This is an optimization exercise on Yosys and OpenROAD, whose aim is small area and a short achievable clock period, not a production implementation. In this exercise RTL edits were held to simulation tests only and were not proved equivalent to the original. Power and IR drop assume default switching activity.

==> design/flow/constraint.sdc <==
create_clock -name core_clock -period 34.0 [get_ports {clk}]
set_input_delay 6.8000 -clock core_clock [delete_from_list [all_inputs] [get_ports {clk}]]
set_output_delay 6.8000 -clock core_clock [all_outputs]
set_load 0.01 [all_outputs]
==> design/flow/flow/area.abc <==
&get -n
&st
&dch -f
&nf -p -R 1000
&put
topo
stime -c
==> design/flow/flow/run.sh <==
#!/bin/bash
# Layout flow: the standard ORFS flow (standard.sh) with
#  - synthesis as synth_recipe.tcl, but ABC maps with flow/area.abc
#    (area-oriented mapping, no ABC buffering or sizing)
#  - plain buf_1 cells as the port buffers
#  - a clock tree of clkbuf_8 cells without dummy loads
# Each tool's output is in the ORFS logs under orfs/logs; make's own output
# is in make_finish.log.
set -euo pipefail
here=$(pwd)
{
  head -n 1 synth_recipe.tcl
  echo "proc abc {args} { set i [lsearch \$args -script]; if {\$i >= 0} { lset args [expr {\$i + 1}] $here/flow/area.abc }; yosys abc {*}\$args }"
  tail -n +2 synth_recipe.tcl
} > own_synth.tcl
bash standard.sh SYNTH_SCRIPT="$here/own_synth.tcl" \
  BUFFER_PORTS_ARGS="-buffer_cell sky130_fd_sc_hd__buf_1" \
  CTS_ARGS="-sink_clustering_enable -sink_clustering_size 50 -sink_clustering_max_diameter 1000 -buf_list sky130_fd_sc_hd__clkbuf_16 -root_buf sky130_fd_sc_hd__clkbuf_16 -dont_use_dummy_load -repair_clock_nets" \
  SETUP_SLACK_MARGIN=19 finish > make_finish.log 2>&1
==> design/flow/standard.sh <==
#!/bin/bash
# synth_recipe.tcl (not shown) runs the flow's synth.tcl, then flattens the netlist and writes it again
# the make line also repeats each setting of config.mk as NAME=value (left out here)
make -C /OpenROAD-flow-scripts/flow DESIGN_CONFIG=/design/flow/config.mk WORK_HOME=/design/flow/orfs CLKGATE_MAP_FILE= SYNTH_SCRIPT=/design/flow/synth_recipe.tcl "${@:-finish}"
==> design/flow/config.mk <==
export PLATFORM = sky130hd
export DESIGN_NAME = simple_cpu_top
export DESIGN_NICKNAME = simple_cpu_top
export VERILOG_FILES = /design/flow/design.v
export SDC_FILE = /design/flow/constraint.sdc
export NUM_CORES = 4
export LEC_CHECK = 0
export ABC_AREA = 1
export CAP_MARGIN = 20
export CORE_MARGIN = 2
export CORE_UTILIZATION = 40
export SLEW_MARGIN = 20
==> design/flow/design.v <==
module controller
(
	input  [7:0] opcode,
	output jump,
	output is_alu,
	output [1:0] kind,
	output rd_dmem,
	output wr_dmem,
	output mem_op
);
	wire hi0 = (opcode[7:3] == 5'd0);
	assign rd_dmem = hi0 & (opcode[2:0] == 3'd0);
	assign wr_dmem = hi0 & (opcode[2:0] == 3'd1);
	assign jump    = hi0 & (opcode[2:0] == 3'd2);
	assign mem_op  = hi0 & (opcode[2:1] == 2'd0);
	assign is_alu  = hi0 & (opcode[2:0] >= 3'd3) & (opcode[2:0] <= 3'd6);
	assign kind[0] = opcode[2] & ~opcode[0];
	assign kind[1] = opcode[2] & (opcode[1] | opcode[0]);
endmodule
module data_memory_control
(
	input  mem_op,
	input  [7:0] d,
	output [7:0] dm_abus
);
	assign dm_abus = mem_op ? d : 8'h00;
endmodule
module instruction_control
(
	input  clk,
	input  reset,
	output im_abus_valid,
	output [7:0] im_abus_data,
	input  jump,
	input  [7:0] d
);
	reg [7:0] PC;
	always @ (posedge clk or posedge reset)
	begin
		if (reset)
			PC <= 8'hFF;
		else if (jump)
			PC <= d;
		else
			PC <= PC + 1'b1;
	end
	assign im_abus_valid = 1'b1;
	assign im_abus_data = PC;
endmodule
module alu_stage #(parameter I = 0)
(
	input  is_div,
	input  is_mul,
	input  en_q,              
	input  a_i,               
	input  [7:0] BI,
	input  [7:0] xin,         
	output [7:0] xo,          
	output q
);
	localparam integer W = 8 - I;
	wire [W:0] c;
	wire [W-1:0] s, y;
	wire [7:0] x;
	wire g = is_div | a_i;
	genvar j;
	generate
		if (I < 7) begin : g_hi
			assign x[7:I+1] = xin[7:I+1];
		end
		if (I > 0) begin : g_lo
			assign x[I-1:0] = 8'h00;
			assign xo[I-1:0] = 8'h00;
		end
	endgenerate
	assign x[I] = a_i & ~is_mul;
	assign c[0] = is_div;
	generate
		for (j = 0; j < W; j = j + 1) begin : g_bit
			assign y[j] = BI[j] & g;
			assign s[j] = x[I+j] ^ y[j] ^ c[j];
			assign c[j+1] = (x[I+j] & y[j]) | (x[I+j] & c[j]) | (y[j] & c[j]);
		end
	endgenerate
	assign q = en_q & c[W];
	wire sel = is_mul | q;
	assign xo[7:I] = sel ? s : x[7:I];
endmodule
module alu_pre
(
	input  is_div,
	input  is_mul,
	input  [7:0] A,
	input  [7:0] B,
	input  [7:0] BI,
	output [7:0] X,
	output [7:4] Q
);
	wire [7:0] x7, x6, x5, x4;
	wire z7 = ~|B[7:1];
	wire z6 = ~|B[7:2];
	wire z5 = ~|B[7:3];
	wire z4 = ~|B[7:4];
	alu_stage #(7) s7 (.is_div(is_div), .is_mul(is_mul), .en_q(is_div & z7), .a_i(A[7]), .BI(BI), .xin(8'h00), .xo(x7), .q(Q[7]));
	alu_stage #(6) s6 (.is_div(is_div), .is_mul(is_mul), .en_q(is_div & z6), .a_i(A[6]), .BI(BI), .xin(x7), .xo(x6), .q(Q[6]));
	alu_stage #(5) s5 (.is_div(is_div), .is_mul(is_mul), .en_q(is_div & z5), .a_i(A[5]), .BI(BI), .xin(x6), .xo(x5), .q(Q[5]));
	alu_stage #(4) s4 (.is_div(is_div), .is_mul(is_mul), .en_q(is_div & z4), .a_i(A[4]), .BI(BI), .xin(x5), .xo(x4), .q(Q[4]));
	assign X = {x4[7:4], A[3:0]};
endmodule
module alu
(
	input  [1:0] kind,
	input  [7:0] A,
	input  [7:0] BI,
	input  [7:4] QH,
	output [7:0] Y
);
	wire is_div = kind[1] & kind[0];
	wire is_mul = kind[1] & ~kind[0];
	wire [7:0] x3, x2, x1;
	wire [3:0] q;
	wire z3 = &BI[7:5];
	wire z2 = &BI[7:6];
	wire z1 = BI[7];
	alu_stage #(3) s3 (.is_div(is_div), .is_mul(is_mul), .en_q(is_div & z3), .a_i(A[3]), .BI(BI), .xin(A), .xo(x3), .q(q[3]));
	alu_stage #(2) s2 (.is_div(is_div), .is_mul(is_mul), .en_q(is_div & z2), .a_i(A[2]), .BI(BI), .xin(x3), .xo(x2), .q(q[2]));
	alu_stage #(1) s1 (.is_div(is_div), .is_mul(is_mul), .en_q(is_div & z1), .a_i(A[1]), .BI(BI), .xin(x2), .xo(x1), .q(q[1]));
	wire [8:0] c0;
	wire [7:0] s0, y0, x0;
	wire g0 = ~is_mul | A[0];
	assign x0[7:1] = x1[7:1];
	assign x0[0] = A[0] & ~is_mul;
	assign c0[0] = kind[0];
	genvar j;
	generate
		for (j = 0; j < 8; j = j + 1) begin : g_s0
			assign y0[j] = BI[j] & g0;
			assign s0[j] = x0[j] ^ y0[j] ^ c0[j];
			assign c0[j+1] = (x0[j] & y0[j]) | (x0[j] & c0[j]) | (y0[j] & c0[j]);
		end
	endgenerate
	assign q[0] = c0[8];
	assign Y = is_div ? {QH, q} : s0;
endmodule
module operation_module
(
	input  clk,
	input  reset,
	input  [7:0] d,
	input  is_alu,
	input  [1:0] kind,
	input  rd_dmem,
	input  wr_dmem,
	input  [7:0] dm_in_dbus,
	output [7:0] dm_out_dbus
);
	reg        L;         
	reg  [7:0] AC;
	reg  [7:0] op_a;      
	reg  [7:0] op_b;      
	reg  [1:0] op_k;      
	reg  [7:4] op_q;      
	wire [7:0] R;
	wire [7:0] p_x;
	wire [7:4] p_q;
	wire [7:0] db = d ^ {8{kind[0]}};
	alu_pre alu_pre_inst
	(
		.is_div(kind[1] & kind[0]),
		.is_mul(~(kind[1] & kind[0])),
		.A(AC),
		.B(d),
		.BI(db),
		.X(p_x),
		.Q(p_q)
	);
	alu alu_inst
	(
		.kind(op_k),
		.A(op_a),
		.BI(op_b),
		.QH(op_q),
		.Y(R)
	);
	always @ (posedge clk or posedge reset)
	begin
		if (reset)
		begin
			L    <= 1'b0;
			AC   <= 8'h00;
			op_a <= 8'h00;
			op_b <= 8'h00;
			op_k <= 2'b00;
		end
		else
		begin
			L    <= rd_dmem;
			AC   <= L ? dm_in_dbus : R;
			op_a <= is_alu ? (kind[1] ? p_x : AC) : R;
			op_b <= is_alu ? db : 8'h00;
			op_k <= is_alu ? kind : 2'b00;
		end
	end
	always @ (posedge clk)
		op_q <= p_q;
	assign dm_out_dbus = wr_dmem ? AC : 8'h00;
endmodule
module simple_cpu_top
(
	input  clk,
	input  reset,
	output im_abus_valid,
	output [ 7:0] im_abus_data,
	input  [15:0] im_dbus,
	output rd_mem,
	output wr_mem,
	output [7:0] dm_abus,
	input  [7:0] dm_in_dbus,
	output [7:0] dm_out_dbus
);
	wire [7:0] d  = im_dbus[7:0];
	wire jump, is_alu, mem_op;
	wire [1:0] kind;
	controller controller_inst
	(
		.opcode(im_dbus[15:8]),
		.jump(jump),
		.is_alu(is_alu),
		.kind(kind),
		.rd_dmem(rd_mem),
		.wr_dmem(wr_mem),
		.mem_op(mem_op)
	);
	instruction_control instruction_control_inst
	(
		.clk(clk),
		.reset(reset),
		.im_abus_valid(im_abus_valid),
		.im_abus_data(im_abus_data),
		.jump(jump),
		.d(d)
	);
	data_memory_control data_memory_control_inst
	(
		.mem_op(mem_op),
		.d(d),
		.dm_abus(dm_abus)
	);
	operation_module operation_module_inst
	(
		.clk(clk),
		.reset(reset),
		.d(d),
		.is_alu(is_alu),
		.kind(kind),
		.rd_dmem(rd_mem),
		.wr_dmem(wr_mem),
		.dm_in_dbus(dm_in_dbus),
		.dm_out_dbus(dm_out_dbus)
	);
endmodule
==> flow_summary_export.csv, run 1 <==
group,metric,value,unit
sta,slew_viol_final,0,
setup_path,reg2regPathDepth,40,
sta,tightest_slew,943.6,ps
setup_path,rr_endpoint,"operation_module_inst.op_a[7]",
logic_synthesis,syn_nets,379,
setup_path,crit_path_end_kind,"primary output",
die,die-width,90.97,um
power,power_frac_comb,0.392,
placement,dpl.cell_count,474,
die,ioPinCount,53,
logic_synthesis,synthCells,320,
setup_path,crit-reg2reg-launch,"operation_module_inst.op_k[0]",
cts,root_buffer,"clkbuf_16",
run,max-cap-violations,0,
cts,insertion_delay,280,ps
sta,post-route-min-period,14870,ps
placement,portBuffers,51,
sta,hold_viol,0,
grt,antenna_found_initial,0,
cells_and_area,final_core_util,0.4822,
die,start_util,0.4149,
grt,grt_pass1_vias,2542,
cts,cts.clk_slew.worst_paths,50,ps
hold_path,hold_class,"register to register",
outcome,outcome,"timing/DRC/antenna clean",
cts,cts_buffers,5,
power,power_frac_clock,0.216,
logic_synthesis,ys_ff_latch,39,
power,p_leak,1.337,nW
placement,dp_hpwl,5.502,mm
route,firstDrtPassIters,4,
power,switchingPower,0.07352,mW
die,die_area,8276,um2
cts,clockBufferDepth,2,
cts,htree_levels,2,
setup_path,critPathRequiredTime,27200,ps
sta,maxSlewHeadroom,0.3692,
cells_and_area,syn2layout_area_growth,16.21,%
sta,max_freq,67.26,MHz
route,antenna_left,0,
setup_path,r2r_setup_slack,21490,ps
sta,min_period_over_period,0.4373,
setup_path,critPathKind,"input port to primary output",
cts,cts_tree,"yes",
logic_synthesis,seq_area_frac_synth,0.3193,
hold_path,min_from,"operation_module_inst.AC[0]",
grt,grt_overflow_total,0,
power,p_seq_frac,0.392,
logic_synthesis,synth_top_cell_area_share,0.2233,
cells_and_area,layout-drive-gt1-share,0.05526,
sta,hold_ws,528.0,ps
logic_synthesis,syn_area,3025,um2
die,die_y,90.97,um
sta,setup_viol,0,
logic_synthesis,yosysWarnings,2,
placement,gp_congestion,0.9000,
route,drc,0,
grt,grt_use_total,0.1873,
route,routed_wl,6.964,mm
power,power_switching_share,0.3802,
sta,clock_skew,5.369,ps
sta,fin_setup_tns,0,ps
power,p_per_area,55.00,nW/um2
route,avgViaCountPerCell,5.069,
setup_path,cp.arrival,8070,ps
setup_path,setup.worst_path.start_class,"input port",
die,rows,31,
route,wl_per_cell,14.54,um
setup_path,crit_end,"dm_out_dbus[5]",
setup_path,crit_start,"im_dbus[14]",
logic_synthesis,yosysUniqueCellTypes,35,
logic_synthesis,synth_top_area_cell,"dfrtp_1",
cells_and_area,diodes,0,
route,vias,2428,
grt,grt_max_degree,36,
power,ir_worst_vdd,0.02802,mV
cts,clock_sinks,39,
cells_and_area,fin_nets,441,
cells_and_area,finalNonFillerCells,479,
cts,post_cts_buffers,0,
die,core_area,7292,um2
power,internal_power,0.1198,mW
sta,rsz0062_at_grt,"no",
logic_synthesis,syn_avg_cell_area,9.454,um2
setup_path,cp_max_fo,11,
grt,grt_pass1_wl,12.52,mm
route,drtIter0Drc,122,
logic_synthesis,yosys-top-cells-area,"dfrtp_1 22%, fa_1 21%, dfstp_2 6.9%",
[Yosys cell counts]
| cell | number |
|---|---|
| ha_1 | 1 |
| o21ai_0 | 26 |
| nor4_1 | 4 |
| o311ai_0 | 1 |
| and3_1 | 11 |
| nand3b_1 | 2 |
| o31ai_1 | 1 |
| mux2_1 | 7 |
| a22oi_1 | 1 |
| and2_0 | 16 |
| dfxtp_1 | 4 |
| fa_1 | 32 |
| o21a_1 | 4 |
| buf_4 | 1 |
| nor2b_1 | 14 |
| dfrtp_1 | 27 |
| nor3b_1 | 1 |
| a21oi_1 | 19 |
| conb_1 | 1 |
| or2_0 | 2 |
| a31oi_1 | 2 |
| dfstp_2 | 8 |
| xnor2_1 | 11 |
| xor2_1 | 6 |
| mux2i_1 | 12 |
| clkinv_1 | 16 |
| a221oi_1 | 2 |
| nand2b_1 | 3 |
| a21boi_0 | 1 |
| o21bai_1 | 2 |
| nor4b_1 | 1 |
| nor2_1 | 35 |
| nor3_1 | 2 |
| nand2_1 | 40 |
| nand3_1 | 4 |
[what timing repair did]
action / 4_1_cts / 5_1_grt
hold endpoints to repair: 0 / 0
hold buffers: 0 / 0
endpoints found under the setup margin: 11 / 11
gates resized for setup: 1 / 2
[flip-flops by register name, indices dropped and copies added, names as in the netlist]
signal,cells
operation_module_inst.op_a,8
operation_module_inst.L,1
operation_module_inst.op_b,8
operation_module_inst.op_k,2
operation_module_inst.op_q,4
operation_module_inst.AC,8
instruction_control_inst.PC,8
[cell usage in the layout (no fill, tap or decap), types with 2 or more instances in the layout]
cell | Yosys | routed
nand2b_1 | 3 | 3
o21ai_0 | 26 | 26
clkbuf_16 | 0 | 5
dfrtp_1 | 27 | 27
nor4_1 | 4 | 4
nand3_1 | 4 | 4
mux2i_1 | 12 | 12
o21a_1 | 4 | 4
and2_0 | 16 | 16
dfxtp_1 | 4 | 4
a31oi_1 | 2 | 2
dfstp_2 | 8 | 8
fa_1 | 32 | 32
a221oi_1 | 2 | 2
nand3b_1 | 2 | 2
buf_1 | 0 | 51
o21bai_1 | 2 | 2
xor2_1 | 6 | 6
buf_4 | 1 | 5
nor2_1 | 35 | 35
clkinv_1 | 16 | 16
mux2_1 | 7 | 7
a21oi_1 | 19 | 19
and3_1 | 11 | 11
or2_0 | 2 | 2
nor2b_1 | 14 | 14
nand2_1 | 40 | 39
xnor2_1 | 11 | 11
[cell families after synthesis]
family                   after synthesis  share of synthesized area
adder cells (fa/ha/maj)               33                     0.2159
AND/OR/NAND/NOR                      135                     0.2167
buffers and inverters                 17                    0.02233
multiplexers                          19                    0.06576
flip-flops                            39                     0.3193
other                                  1                   0.001240
AO/OA/AOI/OAI                         59                     0.1096
XOR/XNOR                              17                    0.04921
[worst max-delay path, stage by stage]
cell and delay, ps:
buf_1 70, nor3_1 270, nand2_2 150, nor3_4 220, buf_4 230, and3_1 170, buf_1 150
[power by group through the flow]
stage | registers, mW | logic, mW | clock network, mW
2_1_floorplan | 0.0749 | 0.0555 | 0
3_3_place_gp | 0.0761 | 0.0740 | 0
3_5_place_dp | 0.0763 | 0.0767 | 0
4_1_cts | 0.0756 | 0.0772 | 0.0431
5_1_grt | 0.0785 | 0.0910 | 0.0453
6_report | 0.0758 | 0.0758 | 0.0418
[layer usage]
layer,track usage,up-vias,wire length [um]
met5,0,-,0
met4,0.05934,0,128
met3,0.02158,11,168
met2,0.3123,41,3426
met1,0.2559,1188,3240
li1,-,1188,-
[cell type report]
cell class	count	area, um2
inverters	16	60.06
multi-input cells	264	2012
well taps	99	123.9
clock buffers	5	125.1
flip-flops and latches	39	965.9
repair buffers	56	229.0
fillers	752	3776
[worst min path at each step]
stage	to	depth (start not counted)	slack (ps)
final	operation_module_inst.op_a[0]	2	530
after global routing	instruction_control_inst.PC[0]	1	570
after CTS	operation_module_inst.op_a[0]	2	530
after detailed placement	operation_module_inst.op_a[0]	2	520
after global placement	operation_module_inst.op_a[0]	2	510
after floorplan	operation_module_inst.op_a[1]	2	490
[metrics by stage]
stage	total power, mW	instance area, um2	setup WS, ps
6_report	0.1934	3516	19130
5_1_grt	0.2148	3516	19000
4_1_cts	0.1958	3507	19050
3_5_place_dp	0.1530	3377	18880
3_3_place_gp	0.1501	3377	18960
2_1_floorplan	0.1304	3025	19160
==> run 2, diff against run 1 <==
--- a/design/flow/flow/run.sh
+++ b/design/flow/flow/run.sh
@@ -4,5 +4,7 @@
 #    (area-oriented mapping, no ABC buffering or sizing)
 #  - plain buf_1 cells as the port buffers
-#  - a clock tree of clkbuf_8 cells without dummy loads
+#  - a clock tree of clkbuf_4 cells under a clkbuf_8 root without dummy loads
+#  - timing repair aiming for 19 ns of setup slack (the clock period stays
+#    the design's; the repair only sizes and buffers harder)
 # Each tool's output is in the ORFS logs under orfs/logs; make's own output
 # is in make_finish.log.
@@ -16,4 +18,4 @@
 bash standard.sh SYNTH_SCRIPT="$here/own_synth.tcl" \
   BUFFER_PORTS_ARGS="-buffer_cell sky130_fd_sc_hd__buf_1" \
-  CTS_ARGS="-sink_clustering_enable -sink_clustering_size 50 -sink_clustering_max_diameter 1000 -buf_list sky130_fd_sc_hd__clkbuf_16 -root_buf sky130_fd_sc_hd__clkbuf_16 -dont_use_dummy_load -repair_clock_nets" \
+  CTS_ARGS="-sink_clustering_enable -sink_clustering_size 50 -sink_clustering_max_diameter 400 -buf_list sky130_fd_sc_hd__clkbuf_4 -root_buf sky130_fd_sc_hd__clkbuf_8 -dont_use_dummy_load -repair_clock_nets" \
   SETUP_SLACK_MARGIN=19 finish > make_finish.log 2>&1
==> design/flow/flow/area.abc (replaced) <==
strash
dc2
dch -f
amap
topo
stime -c
--- a/design/flow/config.mk
+++ b/design/flow/config.mk
@@ -9,4 +9,4 @@
 export CAP_MARGIN = 20
 export CORE_MARGIN = 2
-export CORE_UTILIZATION = 40
+export CORE_UTILIZATION = 60
 export SLEW_MARGIN = 20
==> flow_summary_export.csv, run 2 <==
group,metric,value,unit
die,core_area,4723,um2
die,die-width,73.80,um
die,start_util,0.6188,
logic_synthesis,synth_edf_count,0,
cells_and_area,mostFrequentLayoutCells,"66 x nor2_1, 51 x buf_1, 50 x clkinv_1",
logic_synthesis,seq_area_frac_synth,0.3305,
logic_synthesis,synth_top_cell_area_share,0.2312,
die,die_area,5446,um2
sta,tightest_slew,894.6,ps
setup_path,r2r_setup_slack,21450,ps
setup_path,critPathRequiredTime,27200,ps
placement,portBuffers,51,
sta,maxSlewHeadroom,0.3973,
power,power_frac_clock,0.148,
power,p_seq_frac,0.399,
cts,root_buffer,"clkbuf_8",
route,routed_wl,6.962,mm
logic_synthesis,synth.most_common_cell,"nor2_1",
grt,grt_pass1_wl,11.82,mm
sta,slew_viol_final,0,
sta,clock_skew,17.93,ps
logic_synthesis,synthCells,335,
logic_synthesis,syn_nets,394,
cts,cts_tree,"yes",
power,switchingPower,0.07677,mW
cts,insertion_delay,290,ps
power,ir_worst_vdd,0.04316,mV
cells_and_area,syn2layout_area_growth,12.80,%
logic_synthesis,syn_avg_cell_area,8.725,um2
hold_path,hold_path_depth,1,
logic_synthesis,synthFlopType,"dfrtp_1",
sta,setup_viol,0,
die,die_y,73.80,um
logic_synthesis,yosys-top-cells-area,"dfrtp_1 23%, fa_1 22%, nor2_1 8.6%",
setup_path,reg2regPathDepth,43,
sta,hold_viol,0,
cts,htree_levels,2,
placement,gp_congestion,0.9082,
die,ioPinCount,53,
setup_path,crit_end,"dm_out_dbus[6]",
grt,grt_max_degree,36,
sta,rsz0062_at_grt,"no",
power,power_frac_comb,0.453,
setup_path,critPathKind,"input port to primary output",
grt,grt_overflow_total,0,
grt,antenna_found_initial,0,
route,antenna_left,0,
setup_path,crit_path_end_kind,"primary output",
power,p_leak,1.236,nW
route,drtIter0Drc,129,
cts,post_cts_buffers,0,
logic_synthesis,synth_top_area_cell,"dfrtp_1",
outcome,outcome,"timing/DRC/antenna clean",
route,drc,0,
grt,grt_pass1_vias,2468,
cts,clockBufferDepth,2,
logic_synthesis,syn_area,2923,um2
setup_path,setup.worst_path.start_class,"input port",
cells_and_area,final_common_cell,"nor2_1",
grt,grt_use_total,0.2895,
setup_path,rr_endpoint,"operation_module_inst.AC[7]",
power,fin_total_pwr,0.1895,mW
logic_synthesis,yosysWarnings,2,
cells_and_area,diodes,0,
route,vias,2620,
setup_path,cp.arrival,8040,ps
power,power_switching_share,0.4051,
power,internal_power,0.1127,mW
logic_synthesis,yosysUniqueCellTypes,34,
power,p_per_area,57.48,nW/um2
route,firstDrtPassIters,4,
logic_synthesis,synth-async-reset-ratio,0.8974,
setup_path,cp_max_fo,10,
route,avgViaCountPerCell,5.696,
cells_and_area,fin_nets,454,
cts,clock_sinks,39,
run,max-cap-violations,0,
logic_synthesis,ys_ff_latch,39,
sta,max_freq,67.39,MHz
sta,fin_setup_tns,0,ps
setup_path,crit-reg2reg-launch,"operation_module_inst.op_k[0]",
sta,min_period_over_period,0.4364,
cts,cts_buffers,5,
setup_path,crit_start,"im_dbus[12]",
die,rows,25,
logic_synthesis,synth_common_cells,"67 x nor2_1, 51 x clkinv_1, 32 x fa_1, 27 x dfrtp_1, 26 x o22ai_1",
placement,dp_hpwl,5.462,mm
cts,cts.clk_slew.worst_paths,70,ps
cells_and_area,layout-drive-gt1-share,0.04835,
hold_path,hold_class,"register to register",
sta,post-route-min-period,14840,ps
route,wl_per_cell,15.13,um
## run 2: changes by cell type in the layout (fill, tap and decap cells not counted), moves of 5 or more
cell       delta
and2_0       -15
and3_1       -11
clkbuf_16     -5
clkbuf_8      +5
clkinv_1     +34
mux2_1        -7
mux2i_1      -12
nand2_1      -21
nor2_1       +31
nor2b_1       -6
o22a_1        +5
o22ai_1      +26
xnor2_1      -11
xor2_1        -6
## run 2: layout make-up
type                            count  area (um2)
Multi-Input combinational cell    244        1770
Fill cell                         414        1426
Sequential cell                    39       965.9
Timing Repair Buffer               54       214.0
Inverter                           51       193.9
Tap cell                           67       83.83
Clock buffer                        5       68.82
## run 2: logic make-up (layout without fill, tap and decap cells)
| kind of cell | Yosys count | count (layout) | share of synthesized area |
|---|---|---|---|
| compound gates | 102 | 102 | 0.2213 |
| fa+ha+maj | 33 | 33 | 0.2235 |
| buf+inv | 52 | 110 | 0.06806 |
| flops | 39 | 39 | 0.3305 |
| other cells | 1 | 1 | 0.001283 |
| simple gates | 108 | 108 | 0.1554 |
## run 2: what timing repair did
item,in CTS,in global routing
hold buffers,0,0
endpoints found under the setup margin,8,8
gates resized for setup,3,2
pin swaps,0,1
## run 2: stage by stage
step | setup slack [ps] | utilization | hold WS (ps) | instances | area [um2]
final | 19160 | 0.6980 | 514.6 | 460 | 3297
after global routing | 19030 | 0.6980 | 520.6 | 460 | 3297
after CTS | 19010 | 0.6967 | 514.7 | 460 | 3291
after detailed placement | 18710 | 0.6803 | 524.9 | 455 | 3213
after global placement | 18750 | 0.6803 | 512.5 | 455 | 3213
after floorplan | 19010 | - | 487.4 | 335 | 2923
## run 2: metal layers
| layer | GRT usage | part of all wire |
|---|---|---|
| met1 | 0.4016 | 0.45 |
| met2 | 0.4712 | 0.48 |
| met3 | 0.03978 | 0.045 |
| met4 | 0.09293 | 0.023 |
| met5 | 0 | 0 |
## run 2: worst max-delay path, cell delays in order
cell	delay [ps]
buf_1	70
nor3_1	170
nand2_1	110
or3_4	400
nor2_4	140
inv_4	90
nor2_1	90
buf_1	150
## run 2: worst min-delay path by stage
stage,start,end
after global routing,operation_module_inst.AC[7],operation_module_inst.op_q[7]
after detailed placement,operation_module_inst.AC[0],operation_module_inst.op_a[0]
after floorplan,operation_module_inst.op_q[5],operation_module_inst.op_a[5]
after global placement,operation_module_inst.op_q[5],operation_module_inst.op_a[5]
final,operation_module_inst.AC[7],operation_module_inst.op_q[7]
after CTS,operation_module_inst.AC[7],operation_module_inst.op_q[7]
## run 2: power groups by stage
stage / Clock [mW] / Sequential, mW / Combinational (mW)
after floorplan: 0 / 0.0754 / 0.0648
after global placement: 0 / 0.0758 / 0.0843
after detailed placement: 0 / 0.0759 / 0.0863
after CTS: 0.0283 / 0.0753 / 0.0871
after global routing: 0.0307 / 0.0776 / 0.100
final: 0.0281 / 0.0756 / 0.0859
==> run 3, diff against run 2 <==
--- a/design/flow/flow/run.sh
+++ b/design/flow/flow/run.sh
@@ -4,5 +4,5 @@
 #    (area-oriented mapping, no ABC buffering or sizing)
 #  - plain buf_1 cells as the port buffers
-#  - a clock tree of clkbuf_4 cells under a clkbuf_8 root without dummy loads
+#  - a clock tree of clkbuf_8 cells without dummy loads
 #  - timing repair aiming for 19 ns of setup slack (the clock period stays
 #    the design's; the repair only sizes and buffers harder)
@@ -18,4 +18,4 @@
 bash standard.sh SYNTH_SCRIPT="$here/own_synth.tcl" \
   BUFFER_PORTS_ARGS="-buffer_cell sky130_fd_sc_hd__buf_1" \
-  CTS_ARGS="-sink_clustering_enable -sink_clustering_size 50 -sink_clustering_max_diameter 400 -buf_list sky130_fd_sc_hd__clkbuf_4 -root_buf sky130_fd_sc_hd__clkbuf_8 -dont_use_dummy_load -repair_clock_nets" \
+  CTS_ARGS="-sink_clustering_enable -sink_clustering_size 50 -sink_clustering_max_diameter 400 -buf_list sky130_fd_sc_hd__clkbuf_8 -root_buf sky130_fd_sc_hd__clkbuf_8 -sink_buffer_max_cap_derate 1.0 -dont_use_dummy_load -repair_clock_nets" \
   SETUP_SLACK_MARGIN=19 finish > make_finish.log 2>&1
==> flow_summary_export.csv, run 3 <==
group,metric,value,unit
outcome,outcome,"timing/DRC/antenna clean",
logic_synthesis,synthMuxAreaShare,0,
cells_and_area,final_core_util,0.6980,
setup_path,setup.worst_path.start_class,"input port",
cts,root_buffer,"clkbuf_8",
power,p_leak,1.236,nW
die,start_util,0.6188,
die,die-width,73.80,um
logic_synthesis,syn_area,2923,um2
logic_synthesis,yosysWarnings,2,
setup_path,r2r_setup_slack,21450,ps
logic_synthesis,ys_ff_latch,39,
logic_synthesis,syn_nets,394,
placement,portBuffers,51,
route,firstDrtPassIters,4,
grt,grt_pass1_wl,11.82,mm
sta,hold_viol,0,
cts,cts_buffers,5,
cts,cts_tree,"yes",
route,vias,2620,
route,antenna_left,0,
logic_synthesis,yosys-top-cells-area,"dfrtp_1 23%, fa_1 22%, nor2_1 8.6%",
cells_and_area,layout-drive-gt1-share,0.04835,
sta,maxSlewHeadroom,0.3973,
grt,grt_max_degree,36,
logic_synthesis,synthFlopType,"dfrtp_1",
grt,antenna_found_initial,0,
route,routed_wl,6.962,mm
logic_synthesis,synthAdderAreaFrac,0.2235,
cells_and_area,final_common_cell,"nor2_1",
logic_synthesis,synth_top_area_cell,"dfrtp_1",
sta,min_period_over_period,0.4364,
logic_synthesis,yosysUniqueCellTypes,34,
route,avgViaCountPerCell,5.696,
setup_path,cp.arrival,8040,ps
logic_synthesis,synth_top_cell_area_share,0.2312,
grt,grt_pass1_vias,2468,
setup_path,rr_endpoint,"operation_module_inst.AC[7]",
sta,fin_setup_tns,0,ps
die,die_y,73.80,um
die,ioPinCount,53,
sta,clock_skew,17.93,ps
cells_and_area,mostFrequentLayoutCells,"66 x nor2_1, 51 x buf_1, 50 x clkinv_1",
sta,max_freq,67.39,MHz
sta,post-route-min-period,14840,ps
placement,dp_hpwl,5.462,mm
cts,cts.clk_slew.worst_paths,70,ps
setup_path,cp_max_fo,10,
logic_synthesis,synth_common_cells,"67 x nor2_1, 51 x clkinv_1, 32 x fa_1, 27 x dfrtp_1, 26 x o22ai_1",
power,p_per_area,57.48,nW/um2
cts,post_cts_buffers,0,
sta,rsz0062_at_grt,"no",
hold_path,min_from,"operation_module_inst.AC[7]",
die,core_area,4723,um2
placement,gp_congestion,0.9082,
die,rows,25,
cts,htree_levels,2,
setup_path,critPathKind,"input port to primary output",
sta,tightest_slew,894.6,ps
logic_synthesis,synth_edf_count,0,
die,die_area,5446,um2
logic_synthesis,synthCells,335,
grt,grt_use_total,0.2895,
cts,insertion_delay,290,ps
cells_and_area,fin_nets,454,
hold_path,hold_path_depth,1,
cts,clockBufferDepth,2,
logic_synthesis,seq_area_frac_synth,0.3305,
sta,setup_viol,0,
logic_synthesis,synth-simple-area-share,0.1554,
setup_path,crit-reg2reg-launch,"operation_module_inst.op_k[0]",
cells_and_area,syn2layout_area_growth,12.80,%
hold_path,whs_endpoint,"operation_module_inst.op_q[7]",
setup_path,reg2regPathDepth,43,
power,ir_worst_vdd,0.04316,mV
grt,grt_overflow_total,0,
logic_synthesis,synth_top_family_by_area,"adder cells",
sta,slew_viol_final,0,
hold_path,hold_class,"register to register",
run,max-cap-violations,0,
logic_synthesis,synth-compound-area-share,0.2213,
logic_synthesis,synth.most_common_cell,"nor2_1",
route,drc,0,
cts,clock_sinks,39,
route,wl_per_cell,15.13,um
logic_synthesis,synth_xor_xnor_area_share,0,
setup_path,crit_path_end_kind,"primary output",
logic_synthesis,syn_avg_cell_area,8.725,um2
cells_and_area,diodes,0,
route,drtIter0Drc,129,
logic_synthesis,synth-async-reset-ratio,0.8974,
setup_path,critPathRequiredTime,27200,ps
## run 3: cell counts after synthesis
No cell type changed its count.
## run 3: worst max-delay path by stage
stage,start,end,slack [ps],cells past startpoint
final,im_dbus[12],dm_out_dbus[6],19160,8
after CTS,im_dbus[12],dm_out_dbus[6],19010,8
after detailed placement,im_dbus[12],dm_out_dbus[6],18710,8
after global placement,im_dbus[12],dm_out_dbus[1],18750,8
after global routing,im_dbus[12],dm_out_dbus[3],19030,8
after floorplan,im_dbus[12],dm_out_dbus[0],19010,6
## run 3: logic make-up after synthesis
| kind of cell | count (synthesis) |
|---|---|
| buffers and inverters | 52 |
| adder cells (fa/ha/maj) | 33 |
| AND/OR/NAND/NOR | 108 |
| AO/OA/AOI/OAI | 102 |
| other | 1 |
| flip-flops | 39 |
## run 3: power breakdown
group	internal, mW	switching, mW	total, mW
Clock	0.0132	0.0148	0.0281
Sequential	0.0635	0.0120	0.0756
Combinational	0.0360	0.0499	0.0859
## run 3: routing by layer
layer  wire, um  global-route usage  vias up  share of wire
li1           -                   -     1269              -
met1       3124              0.4016     1259           0.45
met2       3361              0.4712       77           0.48
met3        314             0.03978       15          0.045
met4        161             0.09293        0          0.023
met5          0                   0        -              0
## run 3: area by class of cell
cell class | instances | area [um2]
clock buffer | 5 | 68.82
fill | 414 | 1426
inverter | 51 | 193.9
multi-input combinational | 244 | 1770
sequential | 39 | 965.9
tap | 67 | 83.83
timing repair buffer | 54 | 214.0
## run 3: repair_timing
item	CTS	global route
pin swaps	0	1
endpoints found under the setup margin	8	8
hold endpoints to repair	0	0
resized for setup	3	2
hold buffers	0	0
## run 3: worst max-delay path, cell delays in order
cell and delay (ps):
buf_1 70, nor3_1 170, nand2_1 110, or3_4 400, nor2_4 140, inv_4 90, nor2_1 90, buf_1 150
## run 3: stage by stage
step / cell area, um2 / total power [mW] / hold slack [ps] / setup WS (ps) / instances
global placement: 3213 / 0.1602 / 512.5 / 18750 / 455
floorplan: 2923 / 0.1402 / 487.4 / 19010 / 335
detailed placement: 3213 / 0.1623 / 524.9 / 18710 / 455
finish: 3297 / 0.1895 / 514.6 / 19160 / 460
global route: 3297 / 0.2085 / 520.6 / 19030 / 460
CTS: 3291 / 0.1908 / 514.7 / 19010 / 460

-- port drivers added, routing unchanged --
The flow's constraints put no driver on any port. The routed layouts listed below were extracted and timed again, unchanged, in two steps.
Step 1 sets driving cells, clkbuf_16 on the clock port and buf_2 on the other inputs (assumed; they add their load-dependent delay and slew).
Step 2 times the ports against the registers' clock, not the clock port: input delays grow and output delays shrink by t, the midpoint of the rising clock arrivals with the driver on.
a / b / c = no drivers / after step 1 / after step 2; a / b = the first two.
run | shift t [ns] | setup WS [ns] | worst hold slack (ns) | worst slew at a driven data input, ns
run 1 | 0.306 | 19.133 / 19.113 / 19.113 | 0.528 / 0.528 / 0.528 | 0.04
run 2 | 0.310 | 19.162 / 19.142 / 19.142 | 0.515 / 0.515 / 0.515 | 0.03
run 3 | 0.310 | 19.162 / 19.142 / 19.142 | 0.515 / 0.515 / 0.515 | 0.03
After both steps every run listed still meets setup and hold.
